Source: an optimization exercise on an open RTL-to-GDS flow (aim: small area). Production flows keep margins and buffers that such runs may drop.
Where RTL was checked, it was by simulation tests only, not by an equivalence proof against the original.
The clock port is modelled as an ideal driver; clocking choices that lean on that would not hold on a real chip.
Power figures rest on the tool's default switching activity, not on a simulated workload.

==> cedar: inputs <==
## TWireSerIntrfc
module TWireSerIntrfc #(
  parameter I2CCLK = 100,  
  parameter SYSCLK = 100,  
  parameter [7:0] SLAVE_RD_ADDR = 8'h21,  
  parameter [7:0] SLAVE_WR_ADDR = 8'h20   
)
(
  input         clk,
  input         async_rst,
  input         sync_rst,
  input         rw,
  input         valid_in,
  input  [15:0] reg_addr,
  input  [15:0] data_in,
  output        valid_out,
  output [15:0] data_out,
  output        busy,
  output        error,
  input         SDA_I,
  output        SDA_O,
  output        SDA_T,
  output        SCL
);
==> module TWireSerIntrfc, before the edit <==
module TWireSerIntrfc #(
  parameter I2CCLK = 100,  
  parameter SYSCLK = 100,  
  parameter [7:0] SLAVE_RD_ADDR = 8'h21,  
  parameter [7:0] SLAVE_WR_ADDR = 8'h20   
)
(
  input         clk,
  input         async_rst,
  input         sync_rst,
  input         rw,
  input         valid_in,
  input  [15:0] reg_addr,
  input  [15:0] data_in,
  output        valid_out,
  output [15:0] data_out,
  output        busy,
  output        error,
  input         SDA_I,
  output        SDA_O,
  output        SDA_T,
  output        SCL
);
  localparam [7:0] LMASK = 8'b11100001;
  localparam [7:0] LJ    = 8'b11100101;    
  localparam [7:0] LR    = 8'b01100101;    
  localparam [7:0] LL    = 8'b11001011;    
  localparam [7:0] MJT   = 8'b10011111;    
  localparam [7:0] MJD   = 8'b00111111;    
  localparam [7:0] LF    = 8'b10101110;    
  localparam [7:0] MF    = 8'b11110011;
  localparam [7:0] LV    = 8'b10111001;    
  localparam [7:0] MV    = 8'b11001111;
  localparam [4:0]
    WAIT   = 5'd3,    
    WAIT_E = 5'd1,    
    INIT_W = 5'd4,
    INIT_E = 5'd2,    
    SWS    = 5'd5,    
    SWA    = 5'd6,    
    RWAA   = 5'd7,
    SHRA   = 5'd8,
    RHRAA  = 5'd9,
    SLRA   = 5'd10,
    RLRAA  = 5'd11,
    SHD    = 5'd12,
    RHDA   = 5'd13,
    SLD    = 5'd14,
    RLDA   = 5'd15,
    STOP   = 5'd16,
    ERR    = 5'd0,
    INIT_R = 5'd18,
    SRS    = 5'd19,
    SRA    = 5'd20,
    RRAA   = 5'd21,
    RHD    = 5'd22,
    SHDA   = 5'd23,
    RLD    = 5'd24,
    SLDN   = 5'd25;
  reg [7:0]    tick, dly;
  reg          ticktock, sclk_sync, ivi, sclk, busy1;
  reg [4:0]    st, nst;
  reg [2:0]    bc;
  reg [15:0]   par;
  wire tj   = (tick & MJT) == (LJ & MJT);
  wire dj   = (dly & MJD) == (LJ & MJD);
  wire fe   = (tick & MF) == (LF & MF);
  wire re   = tj;
  wire idle = (st == WAIT) | (st == WAIT_E);
  wire sen  = ~(idle | (st == INIT_W) | (st == INIT_E));
  wire last = (bc == 3'd0) & ~sclk;
  wire ack  = par[0];
  always @(posedge clk or negedge async_rst) begin
    if (!async_rst) begin
      tick      <= LR;
      dly       <= LJ;
      ticktock  <= 1'b0;
      sclk_sync <= 1'b0;
      ivi       <= 1'b0;
      sclk      <= 1'b0;
      busy1     <= 1'b0;
    end else begin
      if (sync_rst) begin
        tick      <= LR;
        dly       <= LJ;
        ticktock  <= 1'b0;
        sclk_sync <= 1'b0;
        ivi       <= 1'b0;
        sclk      <= 1'b0;
        busy1     <= 1'b0;
      end else begin
        tick      <= {tick[6:0], ^(tick & LMASK) ^ tj};
        dly       <= sclk_sync ? LL : {dly[6:0], ^(dly & LMASK) ^ dj};
        ticktock  <= dj;
        sclk_sync <= valid_in & ~ivi;
        ivi       <= valid_in | (ivi & ~ticktock);
        if (re) sclk <= ~(sclk & sen);
        busy1     <= idle & (valid_in | busy1);
      end
    end
  end
  always @(*) begin
    nst = st;
    case (st)
      WAIT   : if (ivi) nst = INIT_W;
      WAIT_E : if (ivi) nst = INIT_E;
      INIT_W : nst = SWS;
      INIT_E : nst = SWS;
      SWS    : nst = SWA;
      SWA    : if (last) nst = RWAA;
      RWAA   : if (!sclk) nst = ack ? ERR : SHRA;
      SHRA   : if (last) nst = RHRAA;
      RHRAA  : if (!sclk) nst = ack ? ERR : SLRA;
      SLRA   : if (last) nst = RLRAA;
      RLRAA  : if (!sclk) nst = ack ? ERR : (rw ? INIT_R : SHD);
      SHD    : if (last) nst = RHDA;
      RHDA   : if (!sclk) nst = ack ? ERR : SLD;
      SLD    : if (last) nst = RLDA;
      RLDA   : if (!sclk) nst = ack ? ERR : STOP;
      STOP   : nst = WAIT;
      ERR    : nst = WAIT_E;
      INIT_R : nst = SRS;
      SRS    : nst = SRA;
      SRA    : if (last) nst = RRAA;
      RRAA   : if (!sclk) nst = ack ? ERR : RHD;
      RHD    : if (last) nst = SHDA;
      SHDA   : if (!sclk) nst = RLD;
      RLD    : if (last) nst = SLDN;
      SLDN   : if (!sclk) nst = STOP;
      default: nst = WAIT;
    endcase
  end
  wire counting = (st == SWA) | (st == SHRA) | (st == SLRA) | (st == SHD) |
                  (st == SLD) | (st == SRA)  | (st == RHD)  | (st == RLD);
  always @(posedge clk or negedge async_rst) begin
    if (!async_rst) begin
      st <= WAIT;
      bc <= 3'd7;
    end else if (sync_rst) begin
      st <= WAIT;
      bc <= 3'd7;
    end else if (fe) begin
      st <= nst;
      if (!counting)
        bc <= 3'd7;
      else if (!sclk)
        bc <= bc - 1'b1;
    end
  end
  always @(posedge clk) begin
    if (fe & sclk & (st != SHDA))
      par <= {par[14:0], SDA_I};
  end
  reg sdo, sdt;
  always @(*) begin
    sdt = 1'b0;
    sdo = 1'b0;
    case (st)
      SWA    : sdo = SLAVE_WR_ADDR[bc];
      SHRA   : sdo = reg_addr[{1'b1, bc}];
      SLRA   : sdo = reg_addr[{1'b0, bc}];
      SHD    : sdo = data_in[{1'b1, bc}];
      SLD    : sdo = data_in[{1'b0, bc}];
      SRA    : sdo = SLAVE_RD_ADDR[bc];
      SLDN   : sdo = 1'b1;
      SWS, SRS, SHDA, STOP, ERR : sdo = 1'b0;
      default: begin sdt = 1'b1; sdo = 1'b1; end
    endcase
  end
  assign SDA_T     = sdt;
  assign SDA_O     = sdo;
  assign SCL       = sclk;
  assign busy      = ~idle | busy1;
  assign error     = (st == WAIT_E) | (st == INIT_E);
  assign valid_out = ((tick & MV) == (LV & MV)) & (st == RLD) & (bc == 3'd0) & sclk;
  assign data_out  = par;
endmodule
==> flow/config.mk <==
export PLATFORM = sky130hd
export DESIGN_NAME = TWireSerIntrfc
export DESIGN_NICKNAME = TWireSerIntrfc
export VERILOG_FILES = /design/flow/design.v
export SDC_FILE = /design/flow/constraint.sdc
export NUM_CORES = 4
export LEC_CHECK = 0
export ABC_AREA = 1
export CAP_MARGIN = 20
export CORE_MARGIN = 2
export CORE_UTILIZATION = 40
export SLEW_MARGIN = 20
==> flow/constraint.sdc <==
create_clock -name core_clock -period 10.0 [get_ports {clk}]
set_input_delay 2.0000 -clock core_clock [delete_from_list [all_inputs] [get_ports {clk}]]
set_output_delay 2.0000 -clock core_clock [all_outputs]
set_load 0.01 [all_outputs]
standard.sh (not shown) runs the stock make flow with config.mk's settings and CLKGATE_MAP_FILE= SYNTH_SCRIPT=/design/flow/synth_recipe.tcl, a recipe that flattens the netlist after the stock synthesis.
==> flow/flow/run.sh <==
#!/bin/bash
# The standard layout, with: the smallest buffer cell for the port buffers,
# combinational cells reset to their smallest drive strength after floorplan,
# and a clock tree built from smaller clusters without dummy loads.
set -euo pipefail
export BUFFER_PORTS_ARGS="-buffer_cell sky130_fd_sc_hd__buf_1"
if [[ -f flow/cts_args ]]; then export CTS_ARGS="$(cat flow/cts_args)"; fi
bash standard.sh floorplan > standard_floorplan.log 2>&1
ODB=orfs/results/${FLOW_PLATFORM}/TWireSerIntrfc/base/2_floorplan.odb openroad -no_init -exit flow/downsize.tcl > downsize.log 2>&1
bash standard.sh > standard_finish.log 2>&1
==> flow/flow/cts_args <==
-sink_clustering_enable -repair_clock_nets -buf_list sky130_fd_sc_hd__clkbuf_16 -root_buf sky130_fd_sc_hd__clkbuf_16 -sink_clustering_size 50 -sink_clustering_max_diameter 500 -dont_use_dummy_load
==> flow/flow/downsize.tcl <==
# Give every combinational cell of the synthesized netlist the smallest drive
# strength of its cell family; later repair steps size up where needed.
read_db $::env(ODB)
set block [ord::get_db_block]
set db [ord::get_db]
set saved 0.0
set n 0
foreach inst [$block getInsts] {
  set m [$inst getMaster]
  set name [$m getName]
  if {![regexp {^(sky130_fd_sc_hd__([a-z0-9]+))_([0-9]+)$} $name -> base fam drive]} { continue }
  if {[regexp {^(e?df|sdf|dl|lpflow|probe|tap|fill|decap|conb|diode)} $fam]} { continue }
  set best $m
  set barea [expr {[$m getWidth] * [$m getHeight]}]
  foreach d {0 1 2} {
    set c [$db findMaster "${base}_$d"]
    if {$c eq "NULL" || $c eq ""} { continue }
    set a [expr {[$c getWidth] * [$c getHeight]}]
    if {$a < $barea} { set best $c; set barea $a }
  }
  if {$best ne $m} {
    set old [expr {[$m getWidth] * [$m getHeight]}]
    if {[$inst swapMaster $best]} {
      set saved [expr {$saved + ($old - $barea) / 1e6}]
      incr n
      puts "[$inst getName]: $name -> [$best getName]"
    }
  }
}
puts "downsized $n cells, [format %.2f $saved] um2"
write_db $::env(ODB)
==> inputs of tundra, as changes to cedar <==
--- a/flow/design.v
+++ b/flow/design.v
@@ -21,16 +21,16 @@
   output        SDA_T,
   output        SCL
 );
-  localparam [7:0] LMASK = 8'b11100001;
-  localparam [7:0] LJ    = 8'b11100101;    
-  localparam [7:0] LR    = 8'b01100101;    
-  localparam [7:0] LL    = 8'b11001011;    
-  localparam [7:0] MJT   = 8'b10011111;    
-  localparam [7:0] MJD   = 8'b00111111;    
-  localparam [7:0] LF    = 8'b10101110;    
-  localparam [7:0] MF    = 8'b11110011;
-  localparam [7:0] LV    = 8'b10111001;    
-  localparam [7:0] MV    = 8'b11001111;
+  localparam [7:0] LMASK = 8'b10010000;
+  localparam [7:0] LJ    = 8'b00011111;    
+  localparam [7:0] LR    = 8'b10011111;    
+  localparam [7:0] MJT   = 8'b11011111;    
+  localparam [7:0] LP    = 8'b10001111;    
+  localparam [7:0] MP    = 8'b10111111;    
+  localparam [7:0] LF    = 8'b11110111;    
+  localparam [7:0] MF    = 8'b01110111;
+  localparam [7:0] LV    = 8'b11011101;    
+  localparam [7:0] MV    = 8'b11111101;
   localparam [4:0]
     WAIT   = 5'd3,    
     WAIT_E = 5'd1,    
@@ -57,13 +57,17 @@
     SHDA   = 5'd23,
     RLD    = 5'd24,
     SLDN   = 5'd25;
-  reg [7:0]    tick, dly;
-  reg          ticktock, sclk_sync, ivi, sclk, busy1;
+  reg [7:0]    tq, dq;    
+  wire [7:0]   tick = tq ^ LR;
+  wire [7:0]   dly  = dq ^ LP;
+  reg          sclk_sync, ivi, sclk, busy1;
   reg [4:0]    st, nst;
-  reg [2:0]    bc;
+  reg [2:0]    bq;        
+  wire [2:0]   bc = ~bq;
   reg [15:0]   par;
   wire tj   = (tick & MJT) == (LJ & MJT);
-  wire dj   = (dly & MJD) == (LJ & MJD);
+  wire dj   = (dly & MJT) == (LJ & MJT);    
+  wire dp   = (dly & MP) == (LP & MP);
   wire fe   = (tick & MF) == (LF & MF);
   wire re   = tj;
   wire idle = (st == WAIT) | (st == WAIT_E);
@@ -72,28 +76,25 @@
   wire ack  = par[0];
   always @(posedge clk or negedge async_rst) begin
     if (!async_rst) begin
-      tick      <= LR;
-      dly       <= LJ;
-      ticktock  <= 1'b0;
+      tq        <= 8'd0;
+      dq        <= 8'd0;
       sclk_sync <= 1'b0;
       ivi       <= 1'b0;
       sclk      <= 1'b0;
       busy1     <= 1'b0;
     end else begin
       if (sync_rst) begin
-        tick      <= LR;
-        dly       <= LJ;
-        ticktock  <= 1'b0;
+        tq        <= 8'd0;
+        dq        <= 8'd0;
         sclk_sync <= 1'b0;
         ivi       <= 1'b0;
         sclk      <= 1'b0;
         busy1     <= 1'b0;
       end else begin
-        tick      <= {tick[6:0], ^(tick & LMASK) ^ tj};
-        dly       <= sclk_sync ? LL : {dly[6:0], ^(dly & LMASK) ^ dj};
-        ticktock  <= dj;
+        tq        <= {tick[6:0], ^(tick & LMASK) ^ tj} ^ LR;
+        dq        <= (sclk_sync ? {LJ[7] ^ ~dp, LJ[6:0]} : {dly[6:0], ^(dly & LMASK) ^ dj}) ^ LP;
         sclk_sync <= valid_in & ~ivi;
-        ivi       <= valid_in | (ivi & ~ticktock);
+        ivi       <= valid_in | (ivi & ~dj);
         if (re) sclk <= ~(sclk & sen);
         busy1     <= idle & (valid_in | busy1);
       end
@@ -135,16 +136,16 @@
   always @(posedge clk or negedge async_rst) begin
     if (!async_rst) begin
       st <= WAIT;
-      bc <= 3'd7;
+      bq <= 3'd0;
     end else if (sync_rst) begin
       st <= WAIT;
-      bc <= 3'd7;
+      bq <= 3'd0;
     end else if (fe) begin
       st <= nst;
       if (!counting)
-        bc <= 3'd7;
+        bq <= 3'd0;
       else if (!sclk)
-        bc <= bc - 1'b1;
+        bq <= bq + 1'b1;
     end
   end
   always @(posedge clk) begin
==> flow/flow/run.sh (replaced) <==
#!/bin/bash
# The standard layout (standard.sh) with these changes:
#  - synthesis maps the logic with an area-oriented ABC script (flow/abc_area.script,
#    used through a copy of ORFS's scripts folder; registers are left as they are);
#  - combinational cells get their smallest drive strength after floorplan
#    (flow/downsize.tcl); later repair steps size up where needed;
#  - the port buffers use the smallest buffer cell;
#  - one clock buffer drives all register clock pins (flow/clock_buffer.tcl, run
#    before CTS); CTS then runs with the arguments in flow/cts_args.
set -euo pipefail
rm -rf scripts_abc
cp -r "$FLOW_HOME/scripts" scripts_abc
cp flow/abc_area.script scripts_abc/abc_area.script
SCRIPTS_DIR="$PWD/scripts_abc" bash standard.sh synth > standard_synth.log 2>&1
export BUFFER_PORTS_ARGS="-buffer_cell sky130_fd_sc_hd__buf_1"
export CTS_ARGS="$(cat flow/cts_args)"
export PRE_CTS_TCL="$PWD/flow/clock_buffer.tcl"
bash standard.sh floorplan > standard_floorplan.log 2>&1
ODB="orfs/results/${FLOW_PLATFORM}/TWireSerIntrfc/base/2_floorplan.odb" openroad -no_init -exit flow/downsize.tcl > downsize.log 2>&1
bash standard.sh > standard_finish.log 2>&1
==> flow/flow/abc_area.script (new file) <==
strash
dch -f
map -a
mfs2
strash
dch -f
map -a
mfs2
map -a
topo
==> flow/flow/clock_buffer.tcl (new file) <==
# PRE_CTS hook: drive every register clock pin from one clock buffer placed at
# the centre of the registers; the clock port then feeds only that buffer.
set block [ord::get_db_block]
set db [ord::get_db]
set clknet [$block findNet clk]
set master [$db findMaster sky130_fd_sc_hd__clkbuf_16]
set buf [odb::dbInst_create $block $master clkbuf_root]
set leaf [odb::dbNet_create $block clk_leaf]
$leaf setSigType CLOCK
set sx 0; set sy 0; set n 0
foreach it [$clknet getITerms] {
  set inst [$it getInst]
  if {$inst eq $buf} { continue }
  set bb [$inst getBBox]
  set sx [expr {$sx + ([$bb xMin] + [$bb xMax]) / 2}]
  set sy [expr {$sy + ([$bb yMin] + [$bb yMax]) / 2}]
  incr n
  $it disconnect
  $it connect $leaf
}
[$buf findITerm A] connect $clknet
[$buf findITerm X] connect $leaf
$buf setLocation [expr {$sx / $n}] [expr {$sy / $n}]
$buf setPlacementStatus PLACED
$block globalConnect
puts "clock buffer clkbuf_root drives $n register clock pins"
==> flow/flow/cts_args (replaced) <==
-sink_clustering_enable -repair_clock_nets -buf_list sky130_fd_sc_hd__clkbuf_16 -dont_use_dummy_load
==> inputs of raven, as changes to cedar <==
--- a/flow/design.v
+++ b/flow/design.v
@@ -21,16 +21,16 @@
   output        SDA_T,
   output        SCL
 );
-  localparam [7:0] LMASK = 8'b11100001;
-  localparam [7:0] LJ    = 8'b11100101;    
-  localparam [7:0] LR    = 8'b01100101;    
-  localparam [7:0] LL    = 8'b11001011;    
-  localparam [7:0] MJT   = 8'b10011111;    
-  localparam [7:0] MJD   = 8'b00111111;    
-  localparam [7:0] LF    = 8'b10101110;    
-  localparam [7:0] MF    = 8'b11110011;
-  localparam [7:0] LV    = 8'b10111001;    
-  localparam [7:0] MV    = 8'b11001111;
+  localparam [7:0] LMASK = 8'b10010000;
+  localparam [7:0] LJ    = 8'b00011111;    
+  localparam [7:0] LR    = 8'b10011111;    
+  localparam [7:0] MJT   = 8'b11011111;    
+  localparam [7:0] LP    = 8'b10001111;    
+  localparam [7:0] MP    = 8'b10111111;    
+  localparam [7:0] LF    = 8'b11110111;    
+  localparam [7:0] MF    = 8'b01110111;
+  localparam [7:0] LV    = 8'b11011101;    
+  localparam [7:0] MV    = 8'b11111101;
   localparam [4:0]
     WAIT   = 5'd3,    
     WAIT_E = 5'd1,    
@@ -57,13 +57,17 @@
     SHDA   = 5'd23,
     RLD    = 5'd24,
     SLDN   = 5'd25;
-  reg [7:0]    tick, dly;
-  reg          ticktock, sclk_sync, ivi, sclk, busy1;
+  reg [7:0]    tq, dq;    
+  wire [7:0]   tick = tq ^ LR;
+  wire [7:0]   dly  = dq ^ LP;
+  reg          sclk_sync, ivi, sclk, busy1;
   reg [4:0]    st, nst;
-  reg [2:0]    bc;
+  reg [2:0]    bq;        
+  wire [2:0]   bc = ~bq;
   reg [15:0]   par;
   wire tj   = (tick & MJT) == (LJ & MJT);
-  wire dj   = (dly & MJD) == (LJ & MJD);
+  wire dj   = (dly & MJT) == (LJ & MJT);    
+  wire dp   = (dly & MP) == (LP & MP);
   wire fe   = (tick & MF) == (LF & MF);
   wire re   = tj;
   wire idle = (st == WAIT) | (st == WAIT_E);
@@ -72,28 +76,25 @@
   wire ack  = par[0];
   always @(posedge clk or negedge async_rst) begin
     if (!async_rst) begin
-      tick      <= LR;
-      dly       <= LJ;
-      ticktock  <= 1'b0;
+      tq        <= 8'd0;
+      dq        <= 8'd0;
       sclk_sync <= 1'b0;
       ivi       <= 1'b0;
       sclk      <= 1'b0;
       busy1     <= 1'b0;
     end else begin
       if (sync_rst) begin
-        tick      <= LR;
-        dly       <= LJ;
-        ticktock  <= 1'b0;
+        tq        <= 8'd0;
+        dq        <= 8'd0;
         sclk_sync <= 1'b0;
         ivi       <= 1'b0;
         sclk      <= 1'b0;
         busy1     <= 1'b0;
       end else begin
-        tick      <= {tick[6:0], ^(tick & LMASK) ^ tj};
-        dly       <= sclk_sync ? LL : {dly[6:0], ^(dly & LMASK) ^ dj};
-        ticktock  <= dj;
+        tq        <= {tick[6:0], ^(tick & LMASK) ^ tj} ^ LR;
+        dq        <= (sclk_sync ? {LJ[7] ^ ~dp, LJ[6:0]} : {dly[6:0], ^(dly & LMASK) ^ dj}) ^ LP;
         sclk_sync <= valid_in & ~ivi;
-        ivi       <= valid_in | (ivi & ~ticktock);
+        ivi       <= valid_in | (ivi & ~dj);
         if (re) sclk <= ~(sclk & sen);
         busy1     <= idle & (valid_in | busy1);
       end
@@ -135,16 +136,16 @@
   always @(posedge clk or negedge async_rst) begin
     if (!async_rst) begin
       st <= WAIT;
-      bc <= 3'd7;
+      bq <= 3'd0;
     end else if (sync_rst) begin
       st <= WAIT;
-      bc <= 3'd7;
+      bq <= 3'd0;
     end else if (fe) begin
       st <= nst;
       if (!counting)
-        bc <= 3'd7;
+        bq <= 3'd0;
       else if (!sclk)
-        bc <= bc - 1'b1;
+        bq <= bq + 1'b1;
     end
   end
   always @(posedge clk) begin
==> flow/flow/run.sh (replaced) <==
#!/bin/bash
# The standard layout (standard.sh) with these changes:
#  - synthesis maps the logic with an area-oriented ABC script (flow/abc_area.script,
#    used through a copy of ORFS's scripts folder; registers are left as they are);
#  - combinational cells get their smallest drive strength after floorplan
#    (flow/downsize.tcl); later repair steps size up where needed;
#  - the port buffers use the smallest buffer cell;
#  - the clock tree uses the CTS arguments in flow/cts_args.
set -euo pipefail
rm -rf scripts_abc
cp -r "$FLOW_HOME/scripts" scripts_abc
cp flow/abc_area.script scripts_abc/abc_area.script
SCRIPTS_DIR="$PWD/scripts_abc" bash standard.sh synth > standard_synth.log 2>&1
export BUFFER_PORTS_ARGS="-buffer_cell sky130_fd_sc_hd__buf_1"
export CTS_ARGS="$(cat flow/cts_args)"
bash standard.sh floorplan > standard_floorplan.log 2>&1
ODB="orfs/results/${FLOW_PLATFORM}/TWireSerIntrfc/base/2_floorplan.odb" openroad -no_init -exit flow/downsize.tcl > downsize.log 2>&1
bash standard.sh > standard_finish.log 2>&1
==> flow/flow/abc_area.script (new file) <==
strash
balance
rewrite
refactor
balance
rewrite
rewrite -z
balance
refactor -z
rewrite -z
balance
dc2
dch -f
map -a
mfs2
map -a
topo
==> flow/flow/cts_args (replaced) <==
-sink_clustering_enable -repair_clock_nets -buf_list sky130_fd_sc_hd__clkbuf_8 -sink_clustering_size 24 -sink_clustering_max_diameter 200 -dont_use_dummy_load
==> inputs of yarrow, as changes to cedar <==
removed: flow/flow/cts_args
==> run notes <==
                                                                                         cedar                          tundra                   raven                    yarrow
Status                                                                            finished clean       aborted with a tool error          finished clean            finished clean
Failing step                                                                                   -  clock tree synthesis (4_1_cts)                       -                         -
Compound-cell area share of the yosys netlist                                             0.0496                           0.187                   0.183                    0.0496
Vias per Instance                                                                           5.10                               -                    5.38                      5.07
Highest ir drop seen on vdd                                                             0.104 mV                               -               0.0794 mV                 0.0799 mV
Wire length of the first global-routing pass                                             10.6 mm                               -                 8.84 mm                   10.6 mm
Class of the tightest hold or removal check                                 register to register                               -    register to register      register to register
Post-synthesis async set-or-reset flop share                                               0.644                           0.636                   0.636                     0.644
Global-route met3 utilization                                                             0.0253                               -                  0.0386                    0.0253
Layout buffer count excluding clock buffers                                                   62                               -                      60                        62
Crit share post-route                                                                      0.484                               -                   0.517                     0.484
Total nets after synthesis                                                                   382                             290                     299                       382
Max power group                                                                 sequential cells                               -        sequential cells          sequential cells
RSZ-0062 raised after global routing                                                          no                               -                      no                        no
Vias in the first global route                                                             2,258                               -                   1,933                     2,251
Longest Clk Path Bufs                                                                          2                               -                       2                         2
Met3 wire len                                                                             345 um                               -                  277 um                    350 um
Most frequent standard cell in the layout excluding fill and tap cells  sky130_fd_sc_hd__nand2_1                               -  sky130_fd_sc_hd__buf_1  sky130_fd_sc_hd__nand2_1
Final hold violation count                                                                     0                               -                       0                         0
Post-Syn Instances                                                                           341                             250                     259                       341
Endpoint required time on the critical path                                              8.00 ns                               -                 8.00 ns                   8.00 ns
Detailed-routing iteration count for the pre-antenna-repair pass                               4                               -                       4                         4
Area-dominant cell class after layout                                                  registers                               -               registers                 registers
Switching share of power                                                                   0.360                               -                   0.348                     0.379
No functional check of the RTL was part of cedar and yarrow.

-- separate check: timing with driven ports --
The results above use ideal ports. As a check the final layouts listed here were re-extracted and re-timed, cells and wires unchanged. Step 1 assumes that a clkbuf_16 drives the clock port and a buf_2 every other input. Step 2, shift: input delay + t, output delay - t, t = (earliest + latest rising clock arrival at the registers) / 2. This alone moves slack from input paths to output paths. Slacks: ideal / step 1 / step 2; pairs: ideal / step 1.
| run | shift t [ns] | setup slack, ns | hold slack, ns | slew at the worst register clock pin (ns) | cell pins on the clock port's net |
|---|---|---|---|---|---|
| cedar | 0.309 | 5.160 / 5.139 / 5.139 | 0.442 / 0.442 / 0.442 | 0.06 / 0.06 | 1 |
| raven | 0.310 | 4.829 / 4.807 / 4.807 | 0.424 / 0.424 / 0.424 | 0.09 / 0.09 | 1 |
| yarrow | 0.318 | 5.162 / 5.141 / 5.141 | 0.452 / 0.452 / 0.452 | 0.08 / 0.08 | 1 |
After both steps every run listed still meets setup and hold. For raven, which loses most, drivers alone change the setup slack by -0.022 ns; drivers and shift together by -0.022 ns.
